What follows belongs to an exercise in optimizing a design on an open flow for small area and few clock cycles per item; a production flow would make more cautious choices. The RTL was checked by simulation tests, not by an equivalence proof against the original design. No activity file was given, so power comes from the tool's default toggle rates.

Setup of wip/quartz:
## demofull
module demofull #(
	parameter integer C_S_AXI_ID_WIDTH	= 12,
	parameter integer C_S_AXI_DATA_WIDTH	= 32,
	parameter integer C_S_AXI_ADDR_WIDTH	= 32,
	localparam	AW = C_S_AXI_ADDR_WIDTH,
	localparam	DW = C_S_AXI_DATA_WIDTH,
	localparam	IW = C_S_AXI_ID_WIDTH,
	localparam	LSB = $clog2(C_S_AXI_DATA_WIDTH)-3,
	parameter [0:0]	OPT_NARROW_BURST = 1
	) (
		output	reg					o_we,
		output	reg	[C_S_AXI_ADDR_WIDTH-LSB-1:0]	o_waddr,
		output	reg	[C_S_AXI_DATA_WIDTH-1:0]	o_wdata,
		output	reg	[C_S_AXI_DATA_WIDTH/8-1:0]	o_wstrb,
		output	reg					o_rd,
		output	reg	[C_S_AXI_ADDR_WIDTH-LSB-1:0]	o_raddr,
		input	wire	[C_S_AXI_DATA_WIDTH-1:0]	i_rdata,
		input wire  S_AXI_ACLK,
		input wire  S_AXI_ARESETN,
		input wire [C_S_AXI_ID_WIDTH-1 : 0] S_AXI_AWID,
		input wire [C_S_AXI_ADDR_WIDTH-1 : 0] S_AXI_AWADDR,
		input wire [7 : 0] S_AXI_AWLEN,
		input wire [2 : 0] S_AXI_AWSIZE,
		input wire [1 : 0] S_AXI_AWBURST,
		input wire  S_AXI_AWLOCK,
		input wire [3 : 0] S_AXI_AWCACHE,
		input wire [2 : 0] S_AXI_AWPROT,
		input wire [3 : 0] S_AXI_AWQOS,
		input wire  S_AXI_AWVALID,
		output wire  S_AXI_AWREADY,
		input wire [C_S_AXI_DATA_WIDTH-1 : 0] S_AXI_WDATA,
		input wire [(C_S_AXI_DATA_WIDTH/8)-1 : 0] S_AXI_WSTRB,
		input wire  S_AXI_WLAST,
		input wire  S_AXI_WVALID,
		output wire  S_AXI_WREADY,
		output wire [C_S_AXI_ID_WIDTH-1 : 0] S_AXI_BID,
		output wire [1 : 0] S_AXI_BRESP,
		output wire  S_AXI_BVALID,
		input wire  S_AXI_BREADY,
		input wire [C_S_AXI_ID_WIDTH-1 : 0] S_AXI_ARID,
		input wire [C_S_AXI_ADDR_WIDTH-1 : 0] S_AXI_ARADDR,
		input wire [7 : 0] S_AXI_ARLEN,
		input wire [2 : 0] S_AXI_ARSIZE,
		input wire [1 : 0] S_AXI_ARBURST,
		input wire  S_AXI_ARLOCK,
		input wire [3 : 0] S_AXI_ARCACHE,
		input wire [2 : 0] S_AXI_ARPROT,
		input wire [3 : 0] S_AXI_ARQOS,
		input wire  S_AXI_ARVALID,
		output wire  S_AXI_ARREADY,
		output wire [C_S_AXI_ID_WIDTH-1 : 0] S_AXI_RID,
		output wire [C_S_AXI_DATA_WIDTH-1 : 0] S_AXI_RDATA,
		output wire [1 : 0] S_AXI_RRESP,
		output wire  S_AXI_RLAST,
		output wire  S_AXI_RVALID,
		input wire  S_AXI_RREADY
	);
Settings: LEC_CHECK=0, CAP_MARGIN=20, CORE_MARGIN=2, CORE_UTILIZATION=40, SLEW_MARGIN=20; clock period 4.0 ns.
standard.sh (not shown) runs the stock make flow with config.mk's settings and CLKGATE_MAP_FILE= SYNTH_SCRIPT=/design/flow/synth_recipe.tcl, a recipe that flattens the netlist after the stock synthesis.
==> flow/flow/run.sh <==
#!/bin/bash
# Layout: the standard flow (standard.sh), with the smallest buffer cell
# (buf_1) as the port buffer of every input and output port, in place of the
# cell buffer_ports picks by itself.
set -euo pipefail
export BUFFER_PORTS_ARGS="-buffer_cell sky130_fd_sc_hd__buf_1"
bash standard.sh > standard.log 2>&1
Testbench counts of wip/quartz, summed over its fixed seeds: cycles 15,969, beats 22,951.
Setup changes, wip/quartz to wip/ember
Settings: CTS_BUF_LIST now sky130_fd_sc_hd__clkbuf_8, previously not set.
[summary]
Summary of wip/ember over wip/quartz: sequential share of layout area climbed 0.92 points, post-detailed-route via-to-cell ratio -0.023, internal power consumption -9.2%, design area shows a reduction of about 2%.
Compared with wip/quartz, wip/ember shows multi-input gate share of total cell area higher by 0.58 points.
wip/ember does worse than wip/quartz on wire length.
wip/quartz has a lower global routing usage on met3 than wip/ember.
Summary of wip/ember over wip/quartz: via count lower; wire length on met3 went up by 9.2%; data required time of the worst path flat.
[inputs] wip/zinc vs wip/ember
Settings: CTS_BUF_LIST: sky130_fd_sc_hd__clkbuf_8 -> unset.
==> flow/run.sh (new file) <==
#!/bin/bash
# synth_recipe.tcl (not shown) runs the flow's synth.tcl, then flattens the netlist and writes it again
# the make line also repeats each setting of config.mk as NAME=value (left out here)
make -C /OpenROAD-flow-scripts/flow DESIGN_CONFIG=/design/flow/config.mk WORK_HOME=/design/flow/orfs CLKGATE_MAP_FILE= SYNTH_SCRIPT=/design/flow/synth_recipe.tcl finish
removed: flow/flow/run.sh
removed: flow/standard.sh
Findings:
Compared with wip/ember, wip/zinc shows a higher delay contributed by the slowest stage of the critical path.
On critical path data required time, wip/zinc tracks wip/ember almost exactly.
wip/zinc consumes more power than wip/ember does.
On area of combinational cells with multiple inputs, wip/zinc and wip/ember are basically level.
Across both runs, clock network power share was higher for wip/zinc than for wip/ember.
| net switching fraction of the power | lower: wip/zinc |
Going from wip/ember to wip/zinc, the worst-skew pair later-pin latency was found to have gone down by 0.04 ns.
Delta (wip/zinc minus wip/ember): area added between synthesis and finish grew by 23 points; total number of vias increased 35.
The following lists how wip/maple was set up differently from wip/zinc:
Settings: CTS_BUF_LIST now sky130_fd_sc_hd__clkbuf_8, previously not set.
[summary]
- Re clock power share: wip/maple is 5.2 points down on wip/zinc.
- Relative to wip/zinc, fraction of power spent switching nets increased by 1.4 points in wip/maple.
- Compared with wip/zinc, wip/maple shows a lower final core utilization.
- Comparing wip/zinc against wip/maple, there is no change at all in share of post-route cells with drive strength above 1.
- Compared with wip/zinc, in wip/maple shortest clock period the worst path allows after layout shows no meaningful change, layout overhead on the synthesized area shows a reduction of 2.0 points.
- On final critical-path setup slack, wip/zinc tracks wip/maple almost exactly.
- In terms of wire length of the first global-routing pass, wip/maple and wip/zinc differ only marginally.
- In the tables for wip/zinc and wip/maple, total power reads higher with wip/zinc.
## Diff of input files: wip/garnet against wip/maple
Settings: changing CTS_BUF_LIST from sky130_fd_sc_hd__clkbuf_8 to sky130_fd_sc_hd__clkbuf_2 sky130_fd_sc_hd__clkbuf_4 sky130_fd_sc_hd__clkbuf_8.
==> flow/flow/run.sh (new file) <==
#!/bin/bash
# Layout: the standard flow (standard.sh), with the smallest buffer cell
# (buf_1) as the port buffer of every input and output port, in place of the
# cell buffer_ports picks by itself.
set -euo pipefail
export BUFFER_PORTS_ARGS="-buffer_cell sky130_fd_sc_hd__buf_1"
bash standard.sh > standard.log 2>&1
==> flow/standard.sh (new file) <==
#!/bin/bash
# synth_recipe.tcl (not shown) runs the flow's synth.tcl, then flattens the netlist and writes it again
# the make line also repeats each setting of config.mk as NAME=value (left out here)
make -C /OpenROAD-flow-scripts/flow DESIGN_CONFIG=/design/flow/config.mk WORK_HOME=/design/flow/orfs CLKGATE_MAP_FILE= SYNTH_SCRIPT=/design/flow/synth_recipe.tcl "${@:-finish}"
removed: flow/run.sh
Notes after the runs:
Re mean number of vias per cell: wip/garnet is about 0.6% down on wip/maple. wip/garnet | stages: all done | timing, DRC, antenna: all pass. wip/garnet vs. wip/maple: cell area went down, placer congestion estimate down 0.026, portion of total power attributed to the clock network now larger.

static timing again, ports no longer ideal:
The flow's constraints put no driver on any port. The routed layouts listed below were extracted and timed again, unchanged, in two steps. Step 1 (the two cells are an assumption about what drives the block):
set clk [get_ports {S_AXI_ACLK}]
set_driving_cell -lib_cell sky130_fd_sc_hd__clkbuf_16 $clk
set_driving_cell -lib_cell sky130_fd_sc_hd__buf_2 [delete_from_list [all_inputs] $clk]
Step 2 also shifts input and output timing later by t, the mid clock arrival at the registers, as if the neighbouring blocks saw the same clock. a / b / c = ideal ports / drivers / drivers and shift; a / b = the first two.
| run | shift t [ns] | setup WS [ns] | worst setup path after step 2 | slew at the worst register clock pin (ns) |
|---|---|---|---|---|
| wip/quartz | 0.377 | 1.272 / 1.250 / 1.250 | input to output | 0.07 / 0.07 |
| wip/ember | 0.412 | 1.276 / 1.254 / 1.254 | input to output | 0.11 / 0.11 |
| wip/zinc | 0.387 | 0.735 / 0.710 / 0.710 | input to output | 0.07 / 0.07 |
| wip/maple | 0.400 | 0.732 / 0.707 / 0.707 | input to output | 0.10 / 0.10 |
| wip/garnet | 0.412 | 1.276 / 1.254 / 1.254 | input to output | 0.11 / 0.11 |
After both steps setup and hold are still met in every run listed.
